What follows belongs to an exercise in optimizing a design on an open flow for small area, a short achievable clock period and few clock cycles per item; a production flow would make more cautious choices.
Where RTL was checked, it was by simulation tests only, not by an equivalence proof against the original.
Function not checked in runs 3 to 5 and 8: the RTL went through the layout flow alone.

File: config.mk
export PLATFORM = sky130hd
export DESIGN_NAME = SeqMul_70
export DESIGN_NICKNAME = SeqMul_70
export VERILOG_FILES = /design/flow/design.v
export SDC_FILE = /design/flow/constraint.sdc
export NUM_CORES = 8
export LEC_CHECK = 0
export CAP_MARGIN = 20
export CELL_PAD_IN_SITES_DETAIL_PLACEMENT = 1
export CELL_PAD_IN_SITES_GLOBAL_PLACEMENT = 1
export CORE_MARGIN = 2
export CORE_UTILIZATION = 40
export PLACE_DENSITY = 0.5
export SLEW_MARGIN = 20
File: constraint.sdc
create_clock -name core_clock -period 10.0 [get_ports {clk}]
set_input_delay 2.0000 -clock core_clock [delete_from_list [all_inputs] [get_ports {clk}]]
set_output_delay 2.0000 -clock core_clock [all_outputs]
set_load 0.01 [all_outputs]
File: design.v
module ev_142_3(input [141:0] a, output [482:0] e);
  wire [70:0] as = a[70:0] ^ { a[141:71]};
  wire [160:0] e0, e1; wire [160:0] e2;
  ev_71_2 v0(a[70:0], e0);
  ev_71_2 v2(a[141:71], e2);
  ev_71_2 v1(as, e1);
  assign e = {e1, e2, e0};
endmodule
module ev_35_1(input [34:0] a, output [52:0] e);
  wire [17:0] as = a[17:0] ^ {1'b0, a[34:18]};
  assign e = {as, a[34:18], a[17:0]};
endmodule
module ev_36_1(input [35:0] a, output [53:0] e);
  wire [17:0] as = a[17:0] ^ { a[35:18]};
  assign e = {as, a[35:18], a[17:0]};
endmodule
module ev_71_2(input [70:0] a, output [160:0] e);
  wire [35:0] as = a[35:0] ^ {1'b0, a[70:36]};
  wire [53:0] e0, e1; wire [52:0] e2;
  ev_36_1 v0(a[35:0], e0);
  ev_35_1 v2(a[70:36], e2);
  ev_36_1 v1(as, e1);
  assign e = {e1, e2, e0};
endmodule
module ip_142_3(input [482:0] a, input [482:0] b, output [282:0] p);
  wire [140:0] p0, p1; wire [140:0] p2;
  ip_71_2 u0(a[160:0], b[160:0], p0);
  ip_71_2 u2(a[321:161], b[321:161], p2);
  ip_71_2 u1(a[482:322], b[482:322], p1);
  wire [282:0] t1 = {142'b0, p0} ^ ({142'b0, p0} << 71);
  wire [282:0] t2 = {142'b0, p1 ^ p2} << 71;
  wire [282:0] t3 = {p2, 142'b0};
  assign p = (t1 ^ t3) ^ t2;
endmodule
module ip_35_1(input [52:0] a, input [52:0] b, output [68:0] p);
  wire [34:0] p0, p1; wire [32:0] p2;
  kmul_18 u0(a[17:0], b[17:0], p0);
  kmul_17 u2(a[34:18], b[34:18], p2);
  kmul_18 u1(a[52:35], b[52:35], p1);
  wire [68:0] t1 = {34'b0, p0} ^ ({34'b0, p0} << 18);
  wire [68:0] t2 = {34'b0, p1 ^ {2'b0, p2}} << 18;
  wire [68:0] t3 = {p2, 36'b0};
  assign p = (t1 ^ t3) ^ t2;
endmodule
module ip_36_1(input [53:0] a, input [53:0] b, output [70:0] p);
  wire [34:0] p0, p1; wire [34:0] p2;
  kmul_18 u0(a[17:0], b[17:0], p0);
  kmul_18 u2(a[35:18], b[35:18], p2);
  kmul_18 u1(a[53:36], b[53:36], p1);
  wire [70:0] t1 = {36'b0, p0} ^ ({36'b0, p0} << 18);
  wire [70:0] t2 = {36'b0, p1 ^ p2} << 18;
  wire [70:0] t3 = {p2, 36'b0};
  assign p = (t1 ^ t3) ^ t2;
endmodule
module ip_71_2(input [160:0] a, input [160:0] b, output [140:0] p);
  wire [70:0] p0, p1; wire [68:0] p2;
  ip_36_1 u0(a[53:0], b[53:0], p0);
  ip_35_1 u2(a[106:54], b[106:54], p2);
  ip_36_1 u1(a[160:107], b[160:107], p1);
  wire [140:0] t1 = {70'b0, p0} ^ ({70'b0, p0} << 36);
  wire [140:0] t2 = {70'b0, p1 ^ {2'b0, p2}} << 36;
  wire [140:0] t3 = {p2, 72'b0};
  assign p = (t1 ^ t3) ^ t2;
endmodule
module kmul_17(input [16:0] a, input [16:0] b, output [32:0] p);
  wire [16:0] p0, p1; wire [14:0] p2;
  wire [8:0] as = a[8:0] ^ {1'b0, a[16:9]};
  wire [8:0] bs = b[8:0] ^ {1'b0, b[16:9]};
  sbm_9 u0(a[8:0], b[8:0], p0);
  sbm_8 u2(a[16:9], b[16:9], p2);
  sbm_9 u1(as, bs, p1);
  wire [32:0] q = {16'b0, p0} ^ ({18'b0, p2} << 9);
  wire [32:0] s = q ^ (q << 9);
  assign p = s ^ ({16'b0, p1} << 9);
endmodule
module kmul_18(input [17:0] a, input [17:0] b, output [34:0] p);
  wire [16:0] p0, p1; wire [16:0] p2;
  wire [8:0] as = a[8:0] ^ { a[17:9]};
  wire [8:0] bs = b[8:0] ^ { b[17:9]};
  sbm_9 u0(a[8:0], b[8:0], p0);
  sbm_9 u2(a[17:9], b[17:9], p2);
  sbm_9 u1(as, bs, p1);
  wire [34:0] q = {18'b0, p0} ^ ({18'b0, p2} << 9);
  wire [34:0] s = q ^ (q << 9);
  assign p = s ^ ({18'b0, p1} << 9);
endmodule
module sbm_8(input [7:0] a, input [7:0] b, output [14:0] p);
  assign p[0] = ^{a[0]&b[0]};
  assign p[1] = ^{a[0]&b[1], a[1]&b[0]};
  assign p[2] = ^{a[0]&b[2], a[1]&b[1], a[2]&b[0]};
  assign p[3] = ^{a[0]&b[3], a[1]&b[2], a[2]&b[1], a[3]&b[0]};
  assign p[4] = ^{a[0]&b[4], a[1]&b[3], a[2]&b[2], a[3]&b[1], a[4]&b[0]};
  assign p[5] = ^{a[0]&b[5], a[1]&b[4], a[2]&b[3], a[3]&b[2], a[4]&b[1], a[5]&b[0]};
  assign p[6] = ^{a[0]&b[6], a[1]&b[5], a[2]&b[4], a[3]&b[3], a[4]&b[2], a[5]&b[1], a[6]&b[0]};
  assign p[7] = ^{a[0]&b[7], a[1]&b[6], a[2]&b[5], a[3]&b[4], a[4]&b[3], a[5]&b[2], a[6]&b[1], a[7]&b[0]};
  assign p[8] = ^{a[1]&b[7], a[2]&b[6], a[3]&b[5], a[4]&b[4], a[5]&b[3], a[6]&b[2], a[7]&b[1]};
  assign p[9] = ^{a[2]&b[7], a[3]&b[6], a[4]&b[5], a[5]&b[4], a[6]&b[3], a[7]&b[2]};
  assign p[10] = ^{a[3]&b[7], a[4]&b[6], a[5]&b[5], a[6]&b[4], a[7]&b[3]};
  assign p[11] = ^{a[4]&b[7], a[5]&b[6], a[6]&b[5], a[7]&b[4]};
  assign p[12] = ^{a[5]&b[7], a[6]&b[6], a[7]&b[5]};
  assign p[13] = ^{a[6]&b[7], a[7]&b[6]};
  assign p[14] = ^{a[7]&b[7]};
endmodule
module sbm_9(input [8:0] a, input [8:0] b, output [16:0] p);
  assign p[0] = ^{a[0]&b[0]};
  assign p[1] = ^{a[0]&b[1], a[1]&b[0]};
  assign p[2] = ^{a[0]&b[2], a[1]&b[1], a[2]&b[0]};
  assign p[3] = ^{a[0]&b[3], a[1]&b[2], a[2]&b[1], a[3]&b[0]};
  assign p[4] = ^{a[0]&b[4], a[1]&b[3], a[2]&b[2], a[3]&b[1], a[4]&b[0]};
  assign p[5] = ^{a[0]&b[5], a[1]&b[4], a[2]&b[3], a[3]&b[2], a[4]&b[1], a[5]&b[0]};
  assign p[6] = ^{a[0]&b[6], a[1]&b[5], a[2]&b[4], a[3]&b[3], a[4]&b[2], a[5]&b[1], a[6]&b[0]};
  assign p[7] = ^{a[0]&b[7], a[1]&b[6], a[2]&b[5], a[3]&b[4], a[4]&b[3], a[5]&b[2], a[6]&b[1], a[7]&b[0]};
  assign p[8] = ^{a[0]&b[8], a[1]&b[7], a[2]&b[6], a[3]&b[5], a[4]&b[4], a[5]&b[3], a[6]&b[2], a[7]&b[1], a[8]&b[0]};
  assign p[9] = ^{a[1]&b[8], a[2]&b[7], a[3]&b[6], a[4]&b[5], a[5]&b[4], a[6]&b[3], a[7]&b[2], a[8]&b[1]};
  assign p[10] = ^{a[2]&b[8], a[3]&b[7], a[4]&b[6], a[5]&b[5], a[6]&b[4], a[7]&b[3], a[8]&b[2]};
  assign p[11] = ^{a[3]&b[8], a[4]&b[7], a[5]&b[6], a[6]&b[5], a[7]&b[4], a[8]&b[3]};
  assign p[12] = ^{a[4]&b[8], a[5]&b[7], a[6]&b[6], a[7]&b[5], a[8]&b[4]};
  assign p[13] = ^{a[5]&b[8], a[6]&b[7], a[7]&b[6], a[8]&b[5]};
  assign p[14] = ^{a[6]&b[8], a[7]&b[7], a[8]&b[6]};
  assign p[15] = ^{a[7]&b[8], a[8]&b[7]};
  assign p[16] = ^{a[8]&b[8]};
endmodule
module SeqMul_70(clk, reset, U0, U1, U2, U3, V0, V1, V2, V3, W, done);
    input clk, reset;
    input [70:0] U0, U1, U2, U3;
    input [70:0] V0, V1, V2, V3;
    output [567:0] W;
    output reg done;
    wire [141:0] a0 = {U2, U3}, a1 = {U0, U1};
    wire [141:0] b0 = {V2, V3}, b1 = {V0, V1};
    reg s1, s2, s3;
    wire [141:0] ma = reset ? a0 : s1 ? a1 : a0 ^ a1;
    wire [141:0] mb = reset ? b0 : s1 ? b1 : b0 ^ b1;
    wire [482:0] ea, eb;
    ev_142_3 eva(ma, ea);
    ev_142_3 evb(mb, eb);
    reg [482:0] xa, xb;
    always @(posedge clk) begin
        xa <= ea;
        xb <= eb;
    end
    wire [282:0] p;
    ip_142_3 core(xa, xb, p);
    reg [282:0] ra, rb;
    always @(posedge clk) begin
        ra <= p;
        rb <= ra;
    end
    wire [566:0] q = {284'b0, rb} ^ ({284'b0, ra} << 142);
    wire [566:0] s = q ^ (q << 142);
    reg [566:0] w;
    always @(posedge clk) begin
        if (s3) w <= s ^ ({284'b0, p} << 142);
        if (reset) begin
            s1 <= 1'b1;
            s2 <= 1'b0;
            s3 <= 1'b0;
            done <= 1'b0;
        end else begin
            s1 <= 1'b0;
            s2 <= s1;
            s3 <= s2;
            if (s3) done <= 1'b1;
        end
    end
    assign W = {w, 1'b0};
endmodule
File: flow/run.sh
#!/bin/bash
# Own flow: the standard layout (standard.sh, ORFS), with these changes:
#  - synthesis and repair may not use the 3-input XOR/XNOR cells (slow in this
#    XOR-heavy design; two 2-input cells are smaller and faster),
#  - the port buffers are buf_2 cells instead of ORFS's default choice,
set -euo pipefail
here=$(pwd)
du=$(make -s -C "$FLOW_HOME" DESIGN_CONFIG="$here/config.mk" WORK_HOME="$here/orfs" print-DONT_USE_CELLS 2>/dev/null | sed -n 's/^DONT_USE_CELLS: //p')
[[ -n "$du" ]] || { echo "could not read DONT_USE_CELLS" >&2; exit 1; }
for c in xor3 xnor3; do for s in 1 2 4; do du="$du sky130_fd_sc_hd__${c}_$s"; done; done
margin=$(cat flow/margin 2>/dev/null || echo 6)
bash standard.sh "DONT_USE_CELLS=$du" "BUFFER_PORTS_ARGS=-buffer_cell sky130_fd_sc_hd__buf_2" \
  "SETUP_SLACK_MARGIN=$margin" finish > standard.log 2>&1
File: flow/margin
6
File: standard.sh
#!/bin/bash
# synth_recipe.tcl (not shown) runs the flow's synth.tcl, then flattens the netlist and writes it again
# the make line also repeats each setting of config.mk as NAME=value (left out here)
make -C /OpenROAD-flow-scripts/flow DESIGN_CONFIG=/design/flow/config.mk WORK_HOME=/design/flow/orfs CLKGATE_MAP_FILE= SYNTH_SCRIPT=/design/flow/synth_recipe.tcl "${@:-finish}"
==> results of run 1 <==
## worst min-delay path by stage
stage | from | end | slack (ns) | depth (start not counted)
floorplan | ra[0] | rb[0] | 0.35 | 0
global placement | ra[21] | rb[21] | 0.35 | 0
detailed placement | ra[77] | rb[77] | 0.36 | 0
CTS | ra[94] | rb[94] | 0.33 | 0
global route | ra[6] | rb[6] | 0.34 | 0
finish | ra[54] | rb[54] | 0.33 | 0
## metal layers
metal,vias up,track usage (%)
met1,76100,52.8
met2,6913,60.7
met3,1682,8.47
met4,16,30.8
li1,66000,-
met5,-,0
## metrics by stage
stage | setup WS, ns | instance area, um^2 | cells | hold slack (ns)
after floorplan | 5.42 | 174000 | 20700 | 0.350
after global placement | 3.34 | 187000 | 27100 | 0.353
after detailed placement | 3.94 | 188000 | 27200 | 0.356
after CTS | 5.81 | 214000 | 27900 | 0.333
after global routing | 5.80 | 220000 | 28200 | 0.339
final | 5.76 | 220000 | 28200 | 0.335
## synth_stat cells
cell      instances
buf_4           188
buf_6            45
nor2_1         2111
and2b_1           3
nor2_2            1
inv_1           398
nand3b_1         17
a32oi_1         312
conb_1            1
inv_2             3
xnor2_1        6764
buf_2           657
clkbuf_1        185
nor2b_1          37
xnor2_2         436
dfxtp_1        1524
o21ai_0         309
buf_1            26
nand2_2           2
edfxtp_1        567
nand2b_1        326
nand2_1        4315
mux2_2           50
a22oi_1          23
xor2_2            1
a21oi_1           2
xnor2_4          17
clkbuf_2          1
nand3_1           5
xor2_1         2333
## cell families (layout without fill, tap and decap cells)
kind of cell	count (synthesis)	in the layout	share of synthesized area [%]
mux	50	50	0.324
flops	2091	2091	27.3
buf+inv	1503	3252	4.32
simple gates	6817	6817	15.3
xor+xnor	9551	9555	50.2
other cells	1	43	0.00216
compound gates	646	646	2.57
## critical path, delay by kind of cell
family	cells	cell delay [ns]
compound gates	2	0.37
xor+xnor	3	0.94
buf+inv	6	1.53
## layout make-up
| type | instances | area [um^2] | share of cell area, % |
|---|---|---|---|
| Inverter | 401 | 1520 | 0.689 |
| Tap cell | 5734 | 7170 | 3.26 |
| Clock buffer | 327 | 6830 | 3.10 |
| Sequential cell | 2091 | 48800 | 22.2 |
| Antenna cell | 42 | 105 | 0.0477 |
| Timing Repair Buffer | 2406 | 17700 | 8.05 |
| Clock inverter | 118 | 1420 | 0.646 |
| Multi-Input combinational cell | 17100 | 137000 | 62.1 |
## repair_timing
action                                  4_1_cts  5_1_grt
cloned                                        2        4
buffers inserted                            328      214
endpoints found under the setup margin      630      231
pin swaps                                   241      209
endpoints found under the hold margin         0        0
resized for setup                          2157      643
## flip-flops by register name, summed over array words and instances (netlist names)
name / cells
s3: 1
done: 1
s1: 1
ra: 283
rb: 283
s2: 1
w: 567
xb: 477
xa: 477
## cells in the final DEF, fill, tap and decap left out, drive strengths merged
cell | synthesis | routed
xnor2 | 7217 | 7221
nand2 | 4317 | 4317
buf | 916 | 2401
xor2 | 2334 | 2334
nor2 | 2112 | 2112
dfxtp | 1524 | 1524
edfxtp | 567 | 567
inv | 401 | 424
clkbuf | 186 | 330
nand2b | 326 | 326
a32oi | 312 | 312
o21ai | 309 | 309
clkinv | 0 | 61
mux2 | 50 | 50
diode | 0 | 42
nor2b | 37 | 37
a22oi | 23 | 23
bufinv | 0 | 20
nand3b | 17 | 17
clkinvlp | 0 | 14
nand3 | 5 | 5
and2b | 3 | 3
bufbuf | 0 | 2
a21oi | 2 | 2
conb | 1 | 1
==> metrics.cfg, run 1 <==
[outcome]
status = finished clean

[yosys]
synth_top_cell_by_area = xnor2_1
synth_nets = 21200
synth_area_um2 = 174000
yosysSeqAreaShare_pct = 27.3
ys_warn_count = 1
synth_top_cell_area_share_pct = 34.1
syn_area_per_cell_um2 = 8.42
yosys-top-cells-area = xnor2_1 34%, dfxtp_1 18%, xor2_1 12%
ys_ff_latch = 2091
syn_inst = 20700
yosys.cell_types.count = 30

[min_path]
min_path_type = reg -> reg

[worst_setup_path]
endpoint = xa[471]
crit_start = reset
cpPeakStageDelay_ns = 0.45
cp_cell_sequence = buf_2 > inv_12 > buf_16 > buf_6 > o21ai_0 > a32oi_1 > buf_4 > xor2_2 > buf_4 > xor2_1 > xor2_1
r2r_end = w[233]
critPathSlowestCell = xor2_1
reg2reg_depth = 12
path_class = in -> reg
startpoint_type = primary input
crit_fanout = 71
r2r_slack_ns = 5.83
r2r_start = xa[17]
critical_path_required_ns = 10.83
crit_path_end_kind = flop
cp.arrival_ns = 5.07

[clocking]
cts.sinks = 2091
tritoncts = yes
root_buffer = clkbuf_16
cts.clk_slew.worst_paths_ns = 0.07
htree_num_levels = 4
hold_buffers = 0
clk_path_buf_depth = 4
numCtsBuffers = 240
insertion_delay_ns = 1.05

[timing]
tightest_slew_ns = 1.19
fin_crit_ns = 4.24
setup_viol = 0
clock_skew_ns = 0.120
hold_viol_final = 0
fmax_mhz = 236
drv_slew = 0
fin_crit_sh_pct = 42.4
tns_ns = 0
relSlewSlack_pct = 20.6
grt_setup_unrepaired = true

[floorplan]
io_pins = 1139
fp.dieW_um = 663
start_util_pct = 40.1
rows = 242
die-area_um2 = 440000
coreArea_um2 = 434000
die_h_um = 663

[grt]
grt_pass1_wl_um = 1250000
grt_max_degree = 219
antenna_found_initial = 94
gr-usage-all-layers_pct = 41.1
grt_pass1_vias = 145000
grt-ovfl-total = 0

[final_layout]
fillers = 49300
final_layout_size_suffix_gt1_share_pct = 24.3
syn_to_final_growth_pct = 26.7
layout.nets = 22800
finish.utilization_pct = 50.8

[detailed_routing]
ant_nets = 0
wl_per_cell_um = 33.5
drc_errors = 0
vias = 151000
wl_met2_um = 399000
routed.top_layer = met5
dr_wl_met3_um = 82300
first_iter_violations = 16000
drt-pass1-iter-count = 6
met1_length_um = 378000
drt_wl_total_um = 944000
vias_per_cell = 5.35

[place]
gpl.final_weighted_congestion = 1.02
dp_hpwl_um = 752000
portBuffers = 1137

[job]
cap_viol_max_count = 0

Testbench counts, summed over its fixed seeds: cycles 640, items 160.
==> run 2: changes to the inputs <==
==> flow/margin (replaced) <==
5
==> run 2 against run 1 <==
Net effect:
- synthesized area unchanged
- cell count down 1.7%
- global-route usage up 0.97 points
- worst setup slack worse by 0.94 ns
- critical endpoint is now w[286]
- largest cell class unchanged
==> metrics.cfg, run 2 <==
[outcome]
status = finished clean

[grt]
gr-usage-all-layers_pct = 42.1
grt_max_degree = 209
grt-ovfl-total = 0
antenna_found_initial = 70
grt_pass1_wl_um = 1270000
grt_pass1_vias = 143000

[final_layout]
mostFrequentLayoutCell = xnor2_1
syn_to_final_growth_pct = 14.9
top_register = w
fillers = 51200
layout.nets = 22300
final_cell_mix = 6481 x xnor2_1, 4315 x nand2_1, 2280 x xor2_1
finish.utilization_pct = 46.1
final_cells = 27700
largest_register_ffs = 567
design_area_um2 = 200000
final_layout_size_suffix_gt1_share_pct = 15.0
largestRegisters = w: 567 flops, xa: 477 flops, xb: 477 flops

[detailed_routing]
vias_per_cell = 5.37
drt_wl_total_um = 963000
drt-pass1-iter-count = 6
wl_per_cell_um = 34.8
vias = 149000
ant_nets = 0
drc_errors = 0
first_iter_violations = 16000

[timing]
fin_ws_ns = 4.82
fin_crit_ns = 5.18
fin_crit_sh_pct = 51.8
grt_setup_unrepaired = true
tns_ns = 0
relSlewSlack_pct = 9.59
fmax_mhz = 193
hold_viol_final = 0
worst_hold_slack_ns = 0.328
tightest_slew_ns = 1.35
setup_viol = 0
drv_slew = 0
clock_skew_ns = 0.162

[yosys]
synth_top_cell_area_share_pct = 34.1
synthAdderAreaFrac_pct = 0
synth_area_um2 = 174000
synth_compound_area_share_pct = 2.57
ys_warn_count = 1
synth_nets = 21200
synth-simple-area-share_pct = 15.3
yosys-top-cells-area = xnor2_1 34%, dfxtp_1 18%, xor2_1 12%
synth.cells.most_frequent = 6764 x xnor2_1, 4315 x nand2_1, 2333 x xor2_1, 2111 x nor2_1, 1524 x dfxtp_1
ys_ff_latch = 2091
synth_xor_area_share_pct = 50.2
yosys.cell_count.top_type = xnor2_1
synth_ff_type = dfxtp_1
synth_top_family_by_area = XOR/XNOR gates
yosys.cell_types.count = 30
syn_area_per_cell_um2 = 8.42
yosysSeqAreaShare_pct = 27.3
syn_inst = 20700
synth_edf_count = 567
synth_top_cell_by_area = xnor2_1
async_flop_share_pct = 0
muxShareOfSynthArea_pct = 0.324

[place]
dpl.cell_count = 27200
dpl_cell_area_um2 = 189000
dp_hpwl_um = 783000
pre_cts_ws_ns = 3.68
gpl.final_weighted_congestion = 1.02
portBuffers = 1137

[clocking]
hold_buffers = 0
cts.sinks = 2091
htree_num_levels = 4
insertion_delay_ns = 1.12
tritoncts = yes
root_buffer = clkbuf_16
cts.clk_slew.worst_paths_ns = 0.06
clk_path_buf_depth = 4
numCtsBuffers = 239

[worst_setup_path]
critical_path_required_ns = 10.75
crit_path_end_kind = flop
crit_fanout = 10
cpPeakStageDelay_ns = 0.92
worst-path-buf-inv = 0
critPathSlowestCell = xnor2_1
path_class = reg -> reg
cp_cell_sequence = xnor2_1 > nor2_1 > xor2_1 > xnor2_1 > xnor2_1 > xnor2_1 > xnor2_1 > xnor2_1 > xnor2_1 > xnor2_1 > xnor2_2 > xnor2_1 > xnor2_1
startpoint_type = flop
cp.arrival_ns = 5.94
crit_family = XOR/XNOR gates
path_common_cell = xnor2_1

[floorplan]
start_util_pct = 40.1
rows = 242
io_pins = 1139
coreArea_um2 = 434000
die-area_um2 = 440000
fp.dieW_um = 663
die_h_um = 663

[min_path]
min_path_type = reg -> reg

[job]
cap_viol_max_count = 0

-- run 2: final timing paths --
path,slack (ns),depth (start not counted),end,from
worst max-delay path,4.82,13,w[286],xb[132]
worst min register to register,0.33,0,rb[130],ra[130]
worst min-delay path,0.33,0,rb[130],ra[130]
worst max register to register,4.82,13,w[286],xb[132]
-- run 2: what timing repair did --
action	in CTS	in global routing
resized for setup	239	84
gates cloned	0	0
setup buffers	4	11
pin swaps	3	7
endpoints found under the setup margin	233	82
-- run 2: area by class of cell --
class	count	area, um^2	area share, %
sequential	2091	47600	23.8
antenna	18	45.0	0.0225
tap	5734	7170	3.59
multi-input combinational	17100	123000	61.6
timing repair buffer	1951	12100	6.07
clock buffer	339	6890	3.45
inverter	401	1510	0.757
clock inverter	111	1350	0.674
-- run 2: per-layer routing --
layer  vias to the layer above  track usage [%]  wire (um)
met2                      7108             61.7     400000
met3                      1778             10.2      89900
li1                      65000                -          -
met4                        16             31.4      87200
met1                     74800             53.6     386000
met5                         -                0         99
-- run 2: cell families (layout without fill, tap and decap cells) --
family,count (synthesis),count (layout)
compound gates,646,646
xor+xnor,9551,9551
buf+inv,1503,2802
flops,2091,2091
mux,50,50
other cells,1,19
simple gates,6817,6817
-- run 2: worst reg2reg max path, stage by stage (launching register included) --
cell and delay, ns:
dfxtp_1 0.48, xnor2_1 0.93, nor2_1 0.12, xor2_1 0.21, xnor2_1 0.15, xnor2_1 0.34
xnor2_1 0.13, xnor2_1 0.74, xnor2_1 0.31, xnor2_1 0.20, xnor2_1 0.23, xnor2_2 0.63
xnor2_1 0.25, xnor2_1 0.17
==> run 3: changes to the inputs <==
--- a/design.v
+++ b/design.v
@@ -142,14 +142,14 @@
     wire [282:0] p;
     ip_142_3 core(xa, xb, p);
-    reg [282:0] ra, rb;
+    reg [566:0] w;
+    reg [140:0] hp, lp;
+    wire [140:0] hl = hp ^ lp;
+    wire [282:0] pre = {hl ^ w[566:426], w[425] ^ w[141], hl ^ w[140:0]};
     always @(posedge clk) begin
-        ra <= p;
-        rb <= ra;
-    end
-    wire [566:0] q = {284'b0, rb} ^ ({284'b0, ra} << 142);
-    wire [566:0] s = q ^ (q << 142);
-    reg [566:0] w;
-    always @(posedge clk) begin
-        if (s3) w <= s ^ ({284'b0, p} << 142);
+        if (s1) w[141:0] <= p[141:0];
+        if (s1) hp <= p[282:142];
+        lp <= p[140:0];
+        if (s2) w[566:425] <= p[282:141];
+        if (s3) w[424:142] <= pre ^ p;
         if (reset) begin
             s1 <= 1'b1;
==> flow/margin (replaced) <==
6.5
--- a/config.mk
+++ b/config.mk
@@ -10,5 +10,7 @@
 export CELL_PAD_IN_SITES_GLOBAL_PLACEMENT = 1
 export CORE_MARGIN = 2
-export CORE_UTILIZATION = 40
-export PLACE_DENSITY = 0.5
+export CORE_UTILIZATION = 50
+export CTS_CLUSTER_DIAMETER = 80
+export CTS_CLUSTER_SIZE = 30
+export PLACE_DENSITY = 0.7
 export SLEW_MARGIN = 20
==> run 3 against run 2 <==
Net effect:
- the flow now stops in 4_1_cts
- synthesized cell count fell by 1.3%
- synthesized area fell by 3.4%
==> metrics.cfg, run 3 <==
[yosys]
synth_nets = 21000
yosys.cell_types.count = 30
ys_warn_count = 1
yosysSeqAreaShare_pct = 25.7
synth_area_um2 = 168000
syn_area_per_cell_um2 = 8.24
synth_top_cell_by_area = xnor2_1
yosys.cell_count.top_type = xnor2_1
synth_edf_count = 708
synth_ff_type = dfxtp_1
synth.cells.most_frequent = 6901 x xnor2_1, 4311 x nand2_1, 2331 x xor2_1, 2112 x nor2_1, 1099 x dfxtp_1
syn_inst = 20400
synth_top_cell_area_share_pct = 36.0
async_flop_share_pct = 0
ys_ff_latch = 1807
yosys-top-cells-area = xnor2_1 36%, dfxtp_1 13%, edfxtp_1 13%

[floorplan]
start_util_pct = 50.3
rows = 212
io_pins = 1139
fp.dieW_um = 584
die_h_um = 584

[place]
gpl.final_weighted_congestion = 1.10
portBuffers = 1137
pre_cts_ws_ns = 3.90
dp_hpwl_um = 757000

[clocking]
cts.sinks = 1807
numCtsBuffers = 140
clk_path_buf_depth = 4
post_cts_buffers = 2004
root_buffer = clkbuf_16
cts-resized-gates = 5117
htree_num_levels = 4
hold_buffers = 0

[outcome]
failing_step = 4_1_cts
status = stopped before the end
tool.error = [ERROR DPL-0033] detailed placement checks failed during check placement.

run 3: cell families after synthesis:
kind of cell | after synthesis | synth area share, %
other | 1 | 0.00223
xor gates and xnor gates | 9545 | 51.2
and+or+nand+nor | 6816 | 15.8
AOI/OAI and AO/OA | 651 | 2.68
DFF | 1807 | 25.7
muxes | 65 | 0.436
buffers and inverters | 1505 | 4.08
run 3: how the worst max path moves through the flow:
stage / slack (ns) / cells past startpoint / to / from
3_3_place_gp: 3.11 / 13 / w[269] / xb[85]
2_1_floorplan: 5.96 / 9 / xa[481] / s1
3_5_place_dp: 3.90 / 8 / xb[480] / reset
run 3: per-stage QoR:
stage / cells / cell area [um^2] / util, %
after floorplan: 20400 / 173000 / -
after global placement: 25400 / 184000 / 55.0
after detailed placement: 25400 / 184000 / 55.1
==> run 4: changes to the inputs <==
==> config.mk (replaced) <==
export PLATFORM = sky130hd
export DESIGN_NAME = SeqMul_70
export DESIGN_NICKNAME = SeqMul_70
export VERILOG_FILES = /design/flow/design.v
export SDC_FILE = /design/flow/constraint.sdc
export NUM_CORES = 8
export LEC_CHECK = 0
export CAP_MARGIN = 20
export CELL_PAD_IN_SITES_DETAIL_PLACEMENT = 0
export CELL_PAD_IN_SITES_GLOBAL_PLACEMENT = 0
export CORE_MARGIN = 2
export CORE_UTILIZATION = 40
export PLACE_DENSITY = 0.6
export SLEW_MARGIN = 20
==> run 4 against run 3 <==
Net effect:
- the run now finishes clean
- synthesized area unchanged
- synthesized cell count is the same
==> metrics.cfg, run 4 <==
[outcome]
status = finished clean

[worst_setup_path]
r2r_start = xa[388]
critical_path_required_ns = 10.71
cpPeakStageDelay_ns = 0.54
crit_start = xa[388]
r2r_end = w[303]
startpoint_type = flop
crit_path_end_kind = flop
crit_family = XOR/XNOR gates
cp.arrival_ns = 4.85
critPathSlowestCell = xnor2_4
crit_cells = 17
path_class = reg -> reg
reg2reg_depth = 17
crit_fanout = 4
r2r_slack_ns = 5.86
cp_cell_sequence = buf_4 > buf_4 > nand2_1 > xnor2_1 > xnor2_1 > xnor2_2 > buf_4 > xnor2_2 > xnor2_2 > xnor2_2 > xnor2_2 > xnor2_2 > buf_4 > xnor2_4 > xnor2_4 > xnor2_4 > xnor2_1
endpoint = w[303]
path_common_cell = xnor2_2
worst-path-buf-inv = 4

[floorplan]
fp.dieW_um = 652
start_util_pct = 40.1
io_pins = 1139
die_h_um = 652
rows = 238
coreArea_um2 = 419000
die-area_um2 = 425000

[clocking]
tritoncts = yes
cts.sinks = 1807
hold_buffers = 0
cts.clk_slew.worst_paths_ns = 0.07
clk_path_buf_depth = 4
insertion_delay_ns = 1.05
root_buffer = clkbuf_16
numCtsBuffers = 215
htree_num_levels = 4

[detailed_routing]
drt-pass1-iter-count = 6
drc_errors = 0
wl_per_cell_um = 32.6
first_iter_violations = 23500
vias_per_cell = 5.55
vias = 168000
ant_nets = 0
drt_wl_total_um = 990000

[place]
pre_cts_ws_ns = 3.72
dp_hpwl_um = 714000
portBuffers = 1137
gpl.final_weighted_congestion = 1.09

[grt]
grt-ovfl-total = 0
antenna_found_initial = 161
gr-usage-all-layers_pct = 42.8
grt_pass1_vias = 150000
grt_max_degree = 199
grt_pass1_wl_um = 1260000

[timing]
hold_viol_final = 0
fin_crit_sh_pct = 41.4
fmax_mhz = 242
drv_slew = 0
fin_crit_ns = 4.14
setup_viol = 0
fin_ws_ns = 5.86
relSlewSlack_pct = 29.6
grt_setup_unrepaired = true
clock_skew_ns = 0.104
tightest_slew_ns = 1.06
tns_ns = 0

[final_layout]
final_cell_mix = 4362 x xnor2_1, 4224 x nand2_1, 2505 x buf_4
layout.nets = 25000
final_layout_size_suffix_gt1_share_pct = 40.8
largestRegisters = w: 567 flops, xa: 477 flops, xb: 477 flops
largest_register_ffs = 567
finish.utilization_pct = 63.9
syn_to_final_growth_pct = 59.4
top_register = w
mostFrequentLayoutCell = xnor2_1

[yosys]
yosys-top-cells-area = xnor2_1 36%, dfxtp_1 13%, edfxtp_1 13%
synth_ff_type = dfxtp_1
ys_warn_count = 1
yosysSeqAreaShare_pct = 25.7
yosys.cell_count.top_type = xnor2_1
syn_inst = 20400
synth.cells.most_frequent = 6901 x xnor2_1, 4311 x nand2_1, 2331 x xor2_1, 2112 x nor2_1, 1099 x dfxtp_1
async_flop_share_pct = 0
yosys.cell_types.count = 30
synth_top_cell_area_share_pct = 36.0
synth_nets = 21000
synth_area_um2 = 168000
ys_ff_latch = 1807
synth_top_cell_by_area = xnor2_1
synth_edf_count = 708
syn_area_per_cell_um2 = 8.24

[min_path]
whs_path_depth = 2
min_path_type = reg -> reg

[job]
cap_viol_max_count = 0

==> run 4: logic make-up (layout without fill, tap and decap cells) <==
logic type                after synthesis  after routing  share of synthesized area [%]
buffers and inverters                1505           5702                           4.08
DFF                                  1807           1807                           25.7
other                                   1            211                        0.00223
AOI/OAI and AO/OA                     651            651                           2.68
and+or+nand+nor                      6816           6816                           15.8
muxes                                  65             65                          0.436
xor gates and xnor gates             9545           9551                           51.2
==> run 4: routing by layer <==
layer	global-route usage, %	vias to the layer above	wire length [um]
li1	-	70600	-
met1	49.9	81000	330000
met2	59.7	12800	397000
met3	15.8	3894	141000
met4	41.4	88	120000
met5	0.294	-	1290
==> run 4: tightest hold or removal path: stages, from the launching register on <==
cell and delay [ns]:
edfxtp_1 0.34, buf_4 0.11, xnor2_1 0.10
==> run 4: final cells by class <==
cell class / instances / area, um^2
fillers: 31700 / 151000
inverters: 398 / 1530
well taps: 5520 / 6910
flip-flops and latches: 1807 / 46200
multi-input cells: 17100 / 160000
clock buffers: 293 / 5990
diodes: 210 / 526
clock inverters: 106 / 1360
repair inverters: 2 / 17.5
repair buffers: 4903 / 45100
==> run 4: through the flow <==
| step | instances | hold slack, ns | area (um^2) |
|---|---|---|---|
| 6_report | 30300 | 0.645 | 268000 |
| 5_1_grt | 30200 | 0.666 | 268000 |
| 4_1_cts | 28900 | 0.650 | 245000 |
| 3_5_place_dp | 26500 | 0.564 | 185000 |
| 3_3_place_gp | 26400 | 0.561 | 185000 |
| 2_1_floorplan | 20400 | 0.503 | 173000 |
==> run 4: worst min-delay path by stage <==
stage | start | to | slack (ns)
floorplan | done | done | 0.50
global placement | w[566] | w[424] | 0.56
detailed placement | w[566] | w[424] | 0.56
CTS | w[566] | w[424] | 0.65
global route | w[566] | w[424] | 0.67
finish | w[566] | w[424] | 0.64
==> run 4: what timing repair did <==
action                      CTS  global route
pin swaps                  1440          1733
resized for setup          5164          1991
cloned                       31            12
buffers inserted           2027          1190
setup endpoints to repair  1996          1053
==> run 5: changes to the inputs <==
--- a/design.v
+++ b/design.v
@@ -130,6 +130,8 @@
     wire [141:0] b0 = {V2, V3}, b1 = {V0, V1};
     reg s1, s2, s3;
-    wire [141:0] ma = reset ? a0 : s1 ? a1 : a0 ^ a1;
-    wire [141:0] mb = reset ? b0 : s1 ? b1 : b0 ^ b1;
+    wire k0 = reset | !s1;
+    wire k1 = !reset & (s1 | s2);
+    wire [141:0] ma = (a0 & {142{k0}}) ^ (a1 & {142{k1}});
+    wire [141:0] mb = (b0 & {142{k0}}) ^ (b1 & {142{k1}});
     wire [482:0] ea, eb;
     ev_142_3 eva(ma, ea);
==> flow/margin (replaced) <==
6
--- a/config.mk
+++ b/config.mk
@@ -10,5 +10,7 @@
 export CELL_PAD_IN_SITES_GLOBAL_PLACEMENT = 0
 export CORE_MARGIN = 2
-export CORE_UTILIZATION = 40
-export PLACE_DENSITY = 0.6
+export CORE_UTILIZATION = 50
+export CTS_CLUSTER_DIAMETER = 80
+export CTS_CLUSTER_SIZE = 30
+export PLACE_DENSITY = 0.65
 export SLEW_MARGIN = 20
==> run 5 against run 4 <==
Net effect:
- critical path depth is 8 lower
- sequential share of layout area rose by 3.2 points
- via count shrank 4.4%
- flip-flop and latch count did not move
- clock skew is 0.023 ns lower
- worst setup slack got worse by 0.19 ns
- final area fell by 19%
- register-to-register slack worse by 0.11 ns
- global-route usage is 14 points higher
- die area down 21%
- critical path type is now in -> reg
- highest routed layer unchanged
==> metrics.cfg, run 5 <==
[detailed_routing]
drc_errors = 0
routed.top_layer = met5
wl_per_cell_um = 37.3
first_iter_violations = 26900
drt-pass1-iter-count = 12
dr_wl_met3_um = 169000
met1_length_um = 338000
vias_per_cell = 6.04
ant_nets = 0
drt_wl_total_um = 993000
wl_met2_um = 368000
vias = 161000

[floorplan]
fp.dieW_um = 580
start_util_pct = 50.2
coreArea_um2 = 331000
die_h_um = 580
io_pins = 1139
rows = 211
die-area_um2 = 337000

[grt]
gr-usage-all-layers_pct = 56.3
grt_max_degree = 115
antenna_found_initial = 143
grt-ovfl-total = 0
grt_pass1_vias = 145000
grt_pass1_wl_um = 1300000

[clocking]
htree_num_levels = 3
tritoncts = yes
root_buffer = clkbuf_16
cts.clk_slew.worst_paths_ns = 0.11
clk_path_buf_depth = 4
cts.sinks = 1807
insertion_delay_ns = 1.02
numCtsBuffers = 119

[worst_setup_path]
path_class = in -> reg
crit_path_end_kind = flop
crit_start = reset
crit_fanout = 50
startpoint_type = primary input
critical_path_required_ns = 10.95
r2r_start = xb[382]
cp.arrival_ns = 5.28

[final_layout]
layout.nets = 22700
final_cell_mix = 5624 x xnor2_1, 4311 x nand2_1, 2385 x nor2_1
top_register = w
largestRegisters = w: 567 flops, xa: 477 flops, xb: 477 flops
design_area_um2 = 217000
mostFrequentLayoutCell = xnor2_1
largest_register_ffs = 567
syn_to_final_growth_pct = 30.8
final_layout_size_suffix_gt1_share_pct = 26.0

[yosys]
yosys-top-cells-area = xnor2_1 37%, dfxtp_1 13%, edfxtp_1 13%
synth.cells.most_frequent = 7086 x xnor2_1, 4318 x nand2_1, 2391 x nor2_1, 2191 x xor2_1, 1099 x dfxtp_1
yosysSeqAreaShare_pct = 26.1
synth_xor_area_share_pct = 51.7
synth_area_um2 = 166000
syn_area_per_cell_um2 = 8.22
synth_compound_area_share_pct = 2.66
muxShareOfSynthArea_pct = 0.380
synthAdderAreaFrac_pct = 0
ys_warn_count = 1
synth_edf_count = 708
syn_inst = 20200
yosys.cell_types.count = 28
async_flop_share_pct = 0
synth_top_cell_area_share_pct = 37.4
synth-simple-area-share_pct = 15.6
synth_top_family_by_area = XOR/XNOR gates
synth_ff_type = dfxtp_1
synth_nets = 20800
yosys.cell_count.top_type = xnor2_1
ys_ff_latch = 1807
synth_top_cell_by_area = xnor2_1

[timing]
fin_crit_sh_pct = 43.3
setup_viol = 0
tightest_slew_ns = 1.21
drv_slew = 0
fmax_mhz = 231
grt_setup_unrepaired = true
tns_ns = 0
relSlewSlack_pct = 19.6
clock_skew_ns = 0.0815
hold_viol_final = 0
fin_crit_ns = 4.33

[place]
gpl.final_weighted_congestion = 1.16
dp_hpwl_um = 780000
dpl_cell_area_um2 = 182000
portBuffers = 1137

[job]
cap_viol_max_count = 0

[outcome]
status = finished clean

[min_path]
min_from = done
min_path_type = reg -> reg

[run 5: cell count changes after synthesis, moves of 185 or more]
cell and delta:
a311oi_1 +284, o21ai_0 -285, nand2b_1 -284, xnor2_1 +185, a32oi_1 -291, nor2_1 +279, a21oi_1 +282
[run 5: final cells by class]
cell class | instances | area (um^2)
timing repair buffer | 2840 | 22300
clock buffer | 139 | 3150
multi-input combinational | 17100 | 139000
sequential | 1807 | 44400
inverter | 256 | 961
fill | 26800 | 113000
tap | 4366 | 5460
antenna | 93 | 233
clock inverter | 77 | 1660
[run 5: cells by family (layout without fill, tap and decap cells)]
| family | count (synthesis) | after routing |
|---|---|---|
| other | 1 | 94 |
| and+or+nand+nor | 6810 | 6816 |
| muxes | 56 | 56 |
| buffers and inverters | 1331 | 3312 |
| DFF | 1807 | 1807 |
| xor gates and xnor gates | 9553 | 9555 |
| AOI/OAI and AO/OA | 640 | 640 |
[run 5: routing by layer]
metal | global-route usage, % | vias up
met5 | 1.29 | -
li1 | - | 65700
met3 | 28.8 | 4087
met2 | 73.2 | 14400
met1 | 66.1 | 76700
met4 | 51.2 | 108
[run 5: worst max-delay path, stage by stage]
cell      delay [ns]
buf_2           0.18
nand2b_2        0.38
buf_12          0.24
nand2_8         0.33
a21oi_1         0.18
a311oi_4        0.98
xnor2_1         0.41
xor2_1          0.37
xor2_1          0.16
[run 5: worst paths after layout]
path / cells past startpoint / slack (ns) / to
setup / recovery: 9 / 5.67 / xb[480]
setup reg to reg: 12 / 5.75 / w[311]
hold reg to reg: 2 / 0.49 / done
hold / removal: 2 / 0.49 / done
[run 5: metrics by stage]
step / util (%) / worst slack [ns] / hold WS (ns) / cells
finish: 65.7 / 5.67 / 0.488 / 26600
global route: 65.6 / 5.81 / 0.532 / 26600
CTS: 62.9 / 5.83 / 0.485 / 26200
detailed placement: 55.2 / 3.37 / 0.463 / 25500
global placement: 54.8 / 3.04 / 0.451 / 25400
floorplan: - / 5.87 / 0.503 / 20200
[run 5: what timing repair did]
item,4_1_cts,5_1_grt
endpoints found under the setup margin,1471,502
endpoints found under the hold margin,0,0
gates cloned,11,12
buffers inserted,552,298
pin swaps,396,349
gates resized for setup,2165,975
hold buffers,0,0
==> run 6: changes to the inputs <==
--- a/design.v
+++ b/design.v
@@ -129,9 +129,7 @@
     wire [141:0] a0 = {U2, U3}, a1 = {U0, U1};
     wire [141:0] b0 = {V2, V3}, b1 = {V0, V1};
-    reg s1, s2, s3;
-    wire k0 = reset | !s1;
-    wire k1 = !reset & (s1 | s2);
-    wire [141:0] ma = (a0 & {142{k0}}) ^ (a1 & {142{k1}});
-    wire [141:0] mb = (b0 & {142{k0}}) ^ (b1 & {142{k1}});
+    reg s0, s1, s2, s3, rs;
+    wire [141:0] ma = s1 ? a1 : s2 ? a0 ^ a1 : a0;
+    wire [141:0] mb = s1 ? b1 : s2 ? b0 ^ b1 : b0;
     wire [482:0] ea, eb;
     ev_142_3 eva(ma, ea);
@@ -154,11 +152,14 @@
         if (s2) w[566:425] <= p[282:141];
         if (s3) w[424:142] <= pre ^ p;
+        rs <= reset;
         if (reset) begin
-            s1 <= 1'b1;
+            s0 <= rs | s1 | s2;
+            s1 <= !(rs | s1 | s2);
             s2 <= 1'b0;
             s3 <= 1'b0;
             done <= 1'b0;
         end else begin
-            s1 <= 1'b0;
+            s0 <= 1'b0;
+            s1 <= s0;
             s2 <= s1;
             s3 <= s2;
==> config.mk (replaced) <==
export PLATFORM = sky130hd
export DESIGN_NAME = SeqMul_70
export DESIGN_NICKNAME = SeqMul_70
export VERILOG_FILES = /design/flow/design.v
export SDC_FILE = /design/flow/constraint.sdc
export NUM_CORES = 8
export LEC_CHECK = 0
export CAP_MARGIN = 20
export CELL_PAD_IN_SITES_DETAIL_PLACEMENT = 1
export CELL_PAD_IN_SITES_GLOBAL_PLACEMENT = 1
export CORE_MARGIN = 2
export CORE_UTILIZATION = 40
export PLACE_DENSITY = 0.5
export SLEW_MARGIN = 20
==> run 6 against run 5 <==
Net effect:
- worst setup slack better by 0.19 ns
- clock skew is 0.0047 ns lower
- hold slack worse by 0.033 ns
- synthesized cell count is 0.23% higher
- sequential share of layout area is 0.41 points higher
- final area is 0.88% lower
- critical path type is now reg -> reg
==> metrics.cfg, run 6 <==
[outcome]
status = finished clean

[detailed_routing]
drt-pass1-iter-count = 7
drc_errors = 0
first_iter_violations = 16000
ant_nets = 0
wl_per_cell_um = 34.2
vias = 150000
drt_wl_total_um = 945000
vias_per_cell = 5.45

[place]
portBuffers = 1137
pre_cts_ws_ns = 4.08
gpl.final_weighted_congestion = 1.03
dp_hpwl_um = 753000

[timing]
grt_setup_unrepaired = true
fin_ws_ns = 5.86
relSlewSlack_pct = 16.1
hold_viol_final = 0
drv_slew = 0
worst_hold_slack_ns = 0.455
tns_ns = 0
fin_crit_sh_pct = 41.4
clock_skew_ns = 0.0768
setup_viol = 0
fmax_mhz = 241
fin_crit_ns = 4.14
tightest_slew_ns = 1.26

[clocking]
tritoncts = yes
cts.clk_slew.worst_paths_ns = 0.06
cts.sinks = 1809
numCtsBuffers = 219
insertion_delay_ns = 1.04
root_buffer = clkbuf_16
clk_path_buf_depth = 4
hold_buffers = 0
htree_num_levels = 4

[floorplan]
io_pins = 1139
rows = 237
die-area_um2 = 424000
start_util_pct = 40.2
coreArea_um2 = 417000
fp.dieW_um = 651
die_h_um = 651

[worst_setup_path]
crit_fanout = 103
startpoint_type = flop
path_class = reg -> reg
cp.arrival_ns = 5.01
critical_path_required_ns = 10.87
crit_path_end_kind = flop

[final_layout]
final_layout_size_suffix_gt1_share_pct = 25.8
final_cell_mix = 5525 x xnor2_1, 4595 x nand2_1, 2133 x xor2_1
finish.utilization_pct = 51.7
top_register = w
syn_to_final_growth_pct = 28.6
layout.nets = 22400
mostFrequentLayoutCell = xnor2_1
largest_register_ffs = 567
largestRegisters = w: 567 flops, xa: 477 flops, xb: 477 flops

[grt]
gr-usage-all-layers_pct = 42.9
grt_pass1_wl_um = 1260000
grt_max_degree = 195
antenna_found_initial = 110
grt_pass1_vias = 146000
grt-ovfl-total = 0

[yosys]
syn_inst = 20200
synth_nets = 20800
synth_top_cell_by_area = xnor2_1
syn_area_per_cell_um2 = 8.27
ys_warn_count = 1
yosys.cell_count.top_type = xnor2_1
synth_ff_type = dfxtp_1
ys_ff_latch = 1809
synth_area_um2 = 167000
yosys.cell_types.count = 30
async_flop_share_pct = 0
yosysSeqAreaShare_pct = 25.9
synth_edf_count = 708
synth_top_cell_area_share_pct = 36.7
synth.cells.most_frequent = 7006 x xnor2_1, 4597 x nand2_1, 2206 x xor2_1, 2116 x nor2_1, 1101 x dfxtp_1
yosys-top-cells-area = xnor2_1 37%, dfxtp_1 13%, edfxtp_1 13%

[job]
cap_viol_max_count = 0

[min_path]
min_path_type = reg -> reg

run 6: area by class of cell:
class	count	area, um^2
flip-flops and latches	1809	44900
diodes	49	123
fillers	47700	201000
clock inverters	136	1710
well taps	5497	6880
clock buffers	275	6070
repair buffers	2518	18200
inverters	255	977
multi-input cells	17100	136000
run 6: final timing paths:
path         from      end  slack (ns)  cells after the start
max            s2  xa[478]        5.86                      8
min            s0       s1        0.46                      1
max reg2reg    s2  xa[478]        5.86                      8
min reg2reg    s0       s1        0.46                      1
run 6: cell families (layout without fill, tap and decap cells):
family,count (synthesis),in the layout,synth area share [%]
AOI/OAI and AO/OA,646,646,2.88
xor gates and xnor gates,9545,9548,51.6
buffers and inverters,1363,3184,3.80
DFF,1809,1809,25.9
muxes,63,63,0.424
other,1,50,0.00224
and+or+nand+nor,6817,6817,15.5
run 6: metrics by stage:
step | std cells | area (um^2)
after floorplan | 20200 | 168000
after global placement | 26500 | 182000
after global routing | 27600 | 215000
after CTS | 27300 | 209000
after detailed placement | 26500 | 182000
final | 27600 | 215000
run 6: worst max-delay path, stage by stage, from the launching register on:
cell and delay (ns):
dfxtp_4 0.71, buf_12 0.44, buf_8 0.46, nand2_1 0.10, a32o_1 0.28, buf_4 0.23
xnor2_2 0.84, xor2_2 0.38, xor2_1 0.25
run 6: what timing repair did:
action,CTS,global route
pin swaps,344,210
gates cloned,1,3
setup endpoints to repair,770,293
setup buffers,408,226
gates resized for setup,2348,690
run 6: routing by layer:
layer  wire [um]  vias to the layer above  part of all wire (%)  track usage (%)
met5         181                        -                 0.019                0
met4       87700                       28                   9.3             33.2
met3       87000                     1905                   9.2             10.4
met2      402000                     6930                    43             63.5
met1      368000                    76400                    39             53.6
li1            -                    65300                     -                -
Testbench counts of run 6, summed over its fixed seeds: cycles 648, items 160.
==> run 7: changes to the inputs <==
--- a/config.mk
+++ b/config.mk
@@ -11,4 +11,6 @@
 export CORE_MARGIN = 2
 export CORE_UTILIZATION = 40
+export CTS_CLUSTER_DIAMETER = 80
+export CTS_CLUSTER_SIZE = 30
 export PLACE_DENSITY = 0.5
 export SLEW_MARGIN = 20
==> run 7 against run 6 <==
Net effect:
- synthesized area stayed put
- highest routed layer unchanged
- synthesized cell count stayed put
- register-to-register slack hardly changed
- cell count is 0.80% lower
- still clean on timing, DRC and antenna
- largest cell class unchanged
==> metrics.cfg, run 7 <==
[outcome]
status = finished clean

[yosys]
synth_top_family_by_area = XOR/XNOR gates
synth_xor_area_share_pct = 51.6
syn_area_per_cell_um2 = 8.27
yosysSeqAreaShare_pct = 25.9
synth_edf_count = 708
synth_compound_area_share_pct = 2.88
ys_ff_latch = 1809
syn_inst = 20200
yosys.cell_count.top_type = xnor2_1
synthAdderAreaFrac_pct = 0
synth_nets = 20800
synth_ff_type = dfxtp_1
synth-simple-area-share_pct = 15.5
muxShareOfSynthArea_pct = 0.424
yosys.cell_types.count = 30
synth_top_cell_by_area = xnor2_1
synth_area_um2 = 167000
ys_warn_count = 1
async_flop_share_pct = 0
synth_top_cell_area_share_pct = 36.7
synth.cells.most_frequent = 7006 x xnor2_1, 4597 x nand2_1, 2206 x xor2_1, 2116 x nor2_1, 1101 x dfxtp_1
yosys-top-cells-area = xnor2_1 37%, dfxtp_1 13%, edfxtp_1 13%

[clocking]
tritoncts = yes
cts.sinks = 1809
cts.clk_slew.worst_paths_ns = 0.11
insertion_delay_ns = 0.99
clk_path_buf_depth = 4
root_buffer = clkbuf_16
numCtsBuffers = 142
htree_num_levels = 4

[worst_setup_path]
reg2reg_depth = 8
crit_path_end_kind = flop
critical_path_required_ns = 10.84
crit_start = s2
r2r_start = s2
cp.arrival_ns = 5.00
endpoint = xa[481]
crit_fanout = 109
r2r_end = xa[481]
path_class = reg -> reg
r2r_slack_ns = 5.84
startpoint_type = flop

[detailed_routing]
ant_nets = 0
vias_per_cell = 5.46
vias = 149000
drt-pass1-iter-count = 6
drc_errors = 0
drt_wl_total_um = 939000
wl_per_cell_um = 34.3
first_iter_violations = 16100

[timing]
fin_crit_sh_pct = 41.6
tightest_slew_ns = 1.27
fin_ws_ns = 5.84
tns_ns = 0
hold_viol_final = 0
fin_crit_ns = 4.16
worst_hold_slack_ns = 0.450
setup_viol = 0
grt_setup_unrepaired = true
relSlewSlack_pct = 15.4
fmax_mhz = 241
drv_slew = 0
clock_skew_ns = 0.0881

[floorplan]
fp.dieW_um = 651
io_pins = 1139
die-area_um2 = 424000
start_util_pct = 40.2
rows = 237
coreArea_um2 = 417000
die_h_um = 651

[grt]
gr-usage-all-layers_pct = 42.7
grt_pass1_wl_um = 1250000
grt-ovfl-total = 0
grt_pass1_vias = 144000
antenna_found_initial = 108
grt_max_degree = 195

[min_path]
min_path_type = reg -> reg

[place]
dp_hpwl_um = 753000
dpl_cell_area_um2 = 182000
portBuffers = 1137
gpl.final_weighted_congestion = 1.03
pre_cts_ws_ns = 4.08

[final_layout]
layout.nets = 22300
design_area_um2 = 212000
largestRegisters = w: 567 flops, xa: 477 flops, xb: 477 flops
multiInputGateArea_um2 = 136000
seq_area_um2 = 44800
final_layout_size_suffix_gt1_share_pct = 25.1
largest_register_ffs = 567
top_register = w
final_cell_mix = 5562 x xnor2_1, 4595 x nand2_1, 2130 x xor2_1
syn_to_final_growth_pct = 26.8
fillers = 47800
mostFrequentLayoutCell = xnor2_1

[job]
cap_viol_max_count = 0

## run 7: worst min path at each step
| stage | cells past startpoint | start | slack (ns) | to |
|---|---|---|---|---|
| 2_1_floorplan | 1 | s0 | 0.43 | s1 |
| 3_3_place_gp | 1 | s0 | 0.44 | s1 |
| 3_5_place_dp | 1 | s0 | 0.45 | s1 |
| 4_1_cts | 1 | s0 | 0.45 | s1 |
| 5_1_grt | 1 | s0 | 0.47 | s1 |
| 6_report | 1 | s0 | 0.45 | s1 |
## run 7: cell type report
cell class,count,share of cell area (%)
Sequential cell,1809,21.1
Timing Repair Buffer,2448,8.42
Multi-Input combinational cell,17100,64.2
Inverter,255,0.462
Antenna cell,53,0.0625
Tap cell,5497,3.24
Clock buffer,154,1.73
Clock inverter,101,0.801
## run 7: critical path, stage by stage (launching register included)
cell and delay (ns):
dfxtp_4 0.72, inv_8 0.28, buf_12 0.33, o21ai_0 0.32
a32o_1 0.61, xnor2_2 0.19, buf_4 0.31, xor2_1 0.69
xor2_1 0.13
## run 7: stage by stage
step                std cells  util, %
detailed placement      26500     43.7
finish                  27400     50.9
floorplan               20200        -
global route            27400     50.9
CTS                     27200     49.5
global placement        26500     43.6
## run 7: repair_timing
| action | in CTS | in global routing |
|---|---|---|
| setup buffers | 380 | 182 |
| gates resized for setup | 2276 | 704 |
| cloned | 1 | 5 |
| setup endpoints to repair | 796 | 287 |
| hold buffers | 0 | 0 |
| endpoints found under the hold margin | 0 | 0 |
| pin swaps | 311 | 199 |
## run 7: cells by family after synthesis
kind of cell | after synthesis
other | 1
AND/OR/NAND/NOR | 6817
AO/OA/AOI/OAI | 646
flip-flops | 1809
buffers and inverters | 1363
XOR/XNOR | 9545
multiplexers | 63
## run 7: routing by layer
layer	vias to the layer above	part of all wire, %	routed length [um]	global-route usage (%)
li1	64900	-	-	-
met1	75800	39	365000	54.0
met2	7055	42	399000	63.3
met3	1741	9.3	87700	9.37
met4	20	9.3	87500	32.3
met5	-	0.014	130	0
==> run 8: changes to the inputs <==
--- a/design.v
+++ b/design.v
@@ -130,6 +130,7 @@
     wire [141:0] b0 = {V2, V3}, b1 = {V0, V1};
     reg s0, s1, s2, s3, rs;
-    wire [141:0] ma = s1 ? a1 : s2 ? a0 ^ a1 : a0;
-    wire [141:0] mb = s1 ? b1 : s2 ? b0 ^ b1 : b0;
+    reg k0, k1;
+    wire [141:0] ma = (a0 & {142{k0}}) ^ (a1 & {142{k1}});
+    wire [141:0] mb = (b0 & {142{k0}}) ^ (b1 & {142{k1}});
     wire [482:0] ea, eb;
     ev_142_3 eva(ma, ea);
@@ -153,4 +154,6 @@
         if (s3) w[424:142] <= pre ^ p;
         rs <= reset;
+        k0 <= !(reset ? !(rs | s1 | s2) : s0);
+        k1 <= (reset ? !(rs | s1 | s2) : s0) | (!reset & s1);
         if (reset) begin
             s0 <= rs | s1 | s2;
==> run 8 against run 7 <==
Net effect:
- first-iteration DRC count is 13% higher
- fmax is 0.92% lower
- routed wire length is 1.8% higher
- synthesized area is 0.81% lower
- non-clock buffer count is 42 higher
- sequential share of layout area is 0.089 points higher
- register-to-register slack worse by 0.04 ns
- critical path depth is 2 lower
- flip-flop and latch count is 2 higher
==> metrics.cfg, run 8 <==
[outcome]
status = finished clean

[timing]
grt_setup_unrepaired = true
fmax_mhz = 238
worst_hold_slack_ns = 0.469
relSlewSlack_pct = 15.3
tightest_slew_ns = 1.26
hold_viol_final = 0
drv_slew = 0
tns_ns = 0
setup_viol = 0
fin_crit_ns = 4.20
fin_crit_sh_pct = 42.0
clock_skew_ns = 0.0831

[final_layout]
final_layout_size_suffix_gt1_share_pct = 25.5
layout.nets = 22200
mostFrequentLayoutCell = xnor2_1
multiInputGateArea_um2 = 135000
top_register = w
fillers = 47300
finish.utilization_pct = 51.1
largest_register_ffs = 567
final_cell_mix = 5530 x xnor2_1, 4881 x nand2_1, 2420 x xor2_1
syn_to_final_growth_pct = 27.3
largestRegisters = w: 567 flops, xa: 477 flops, xb: 477 flops
seq_area_um2 = 44800
final_cells = 27300

[yosys]
yosys.cell_types.count = 30
synth_area_um2 = 166000
synth.cells.most_frequent = 6868 x xnor2_1, 4882 x nand2_1, 2615 x xor2_1, 2112 x nor2_1, 1103 x dfxtp_1
synth_ff_type = dfxtp_1
yosys-top-cells-area = xnor2_1 36%, xor2_1 14%, dfxtp_1 13%
yosysSeqAreaShare_pct = 26.1
async_flop_share_pct = 0
synth_nets = 20600
ys_warn_count = 1
synth_edf_count = 708
synth_top_cell_by_area = xnor2_1
synth_top_cell_area_share_pct = 36.2
yosys.cell_count.top_type = xnor2_1
syn_area_per_cell_um2 = 8.28
syn_inst = 20000
ys_ff_latch = 1811

[worst_setup_path]
cp_cell_sequence = buf_12 > nand2_1 > xor2_4 > xor2_1 > xor2_1 > xor2_1
crit_fanout = 98
critPathSlowestCell = xor2_4
cp.arrival_ns = 5.04
crit_family = XOR/XNOR gates
crit_path_end_kind = flop
worst-path-buf-inv = 1
critical_path_required_ns = 10.84
startpoint_type = flop
path_common_cell = xor2_1
cpPeakStageDelay_ns = 0.96
path_class = reg -> reg
r2r_slack_ns = 5.80

[detailed_routing]
vias = 148000
drt_wl_total_um = 956000
drt-pass1-iter-count = 5
ant_nets = 0
drc_errors = 0
vias_per_cell = 5.43
wl_per_cell_um = 35.0
first_iter_violations = 18100

[clocking]
numCtsBuffers = 144
clk_path_buf_depth = 4
cts.sinks = 1811
tritoncts = yes
cts.clk_slew.worst_paths_ns = 0.11
root_buffer = clkbuf_16
htree_num_levels = 4
insertion_delay_ns = 0.99

[grt]
grt_pass1_wl_um = 1260000
gr-usage-all-layers_pct = 44.0
grt-ovfl-total = 0
grt_max_degree = 122
antenna_found_initial = 149
grt_pass1_vias = 141000

[place]
dp_hpwl_um = 764000
portBuffers = 1137
gpl.final_weighted_congestion = 1.05
dpl.cell_count = 26400

[job]
cap_viol_max_count = 0

[floorplan]
start_util_pct = 40.2
fp.dieW_um = 648
rows = 236
coreArea_um2 = 413000
io_pins = 1139
die_h_um = 648
die-area_um2 = 420000

[min_path]
min_path_type = reg -> reg

==> run 8: per-layer routing <==
metal	vias up	global-route usage [%]	wire (um)
li1	63500	-	-
met1	75000	56.6	375000
met2	7766	62.7	393000
met3	1907	10.5	96500
met4	26	34.9	90800
met5	-	0	314
==> run 8: repair_timing <==
action / 4_1_cts / 5_1_grt
gates resized for setup: 2314 / 642
buffers inserted: 328 / 212
pin swaps: 267 / 221
setup endpoints to repair: 711 / 314
gates cloned: 0 / 1
hold buffers: 0 / 0
==> run 8: cell type report <==
class | instances | area share (%)
Multi-Input combinational cell | 17100 | 64.1
Sequential cell | 1811 | 21.2
Timing Repair Buffer | 2490 | 8.48
Tap cell | 5474 | 3.24
Clock buffer | 162 | 1.81
Clock inverter | 100 | 0.849
Inverter | 117 | 0.208
Antenna cell | 68 | 0.0806
==> run 8: cell families after synthesis <==
kind of cell    count (synthesis)  share of synthesized area [%]
buf+inv                      1161                           3.30
flops                        1811                           26.1
other cells                     1                        0.00226
xor+xnor                     9830                           53.6
simple gates                 7100                           16.2
mux                            62                          0.420
compound gates                 77                          0.335
==> run 8: worst reg2reg max path, cell delays in order, from the launching register on <==
cell	delay, ns
dfxtp_4	0.61
buf_12	0.33
nand2_1	0.62
xor2_4	0.96
xor2_1	0.76
xor2_1	0.66
xor2_1	0.15
==> run 8: worst paths after layout <==
check / from / end / cells after the start
max reg2reg: k1 / xa[471] / 6
min reg2reg: done / done / 2
min: done / done / 2
max: k1 / xa[471] / 6
==> run 8: per-stage QoR <==
step / setup slack [ns] / area, um^2
5_1_grt: 5.84 / 211000
3_3_place_gp: 3.67 / 181000
6_report: 5.80 / 211000
3_5_place_dp: 3.72 / 182000
2_1_floorplan: 6.88 / 166000
4_1_cts: 5.77 / 205000

==> separate check: timing with driven ports <==
How much do the figures lean on ideal ports? The routed layouts below were timed once more, with nothing changed but the port constraints. Step 1 sets driving cells, clkbuf_16 on the clock port and buf_2 on the other inputs (assumed; they add their load-dependent delay and slew). Step 2 adds t to the input delays and takes it off the output delays; t is the mean of the earliest and latest rising clock arrival at the registers after step 1. Input paths then give back, and output paths get back, about the clock's delay inside the block. Slacks: ideal ports / drivers / drivers and shift; pairs: ideal ports / drivers.
run | t (ns) | setup WS [ns] | worst hold slack (ns)
run 1 | 1.131 | 5.761 / 5.832 / 4.723 | 0.335 / 0.335 / 0.335
run 2 | 1.157 | 4.817 / 4.817 / 3.869 | 0.328 / 0.328 / 0.328
run 4 | 1.133 | 5.864 / 5.864 / 5.265 | 0.645 / 0.645 / 0.645
run 5 | 1.100 | 5.669 / 5.748 / 4.668 | 0.488 / 0.488 / 0.488
run 6 | 1.108 | 5.858 / 5.858 / 5.345 | 0.455 / 0.455 / 0.455
run 7 | 1.076 | 5.843 / 5.843 / 5.262 | 0.450 / 0.450 / 0.450
run 8 | 1.091 | 5.805 / 5.805 / 5.013 | 0.469 / 0.469 / 0.469
After both steps every run listed still meets setup and hold. The setup slack of run 1, which loses most, moves by +0.071 ns with the drivers and by -1.038 ns with both steps.
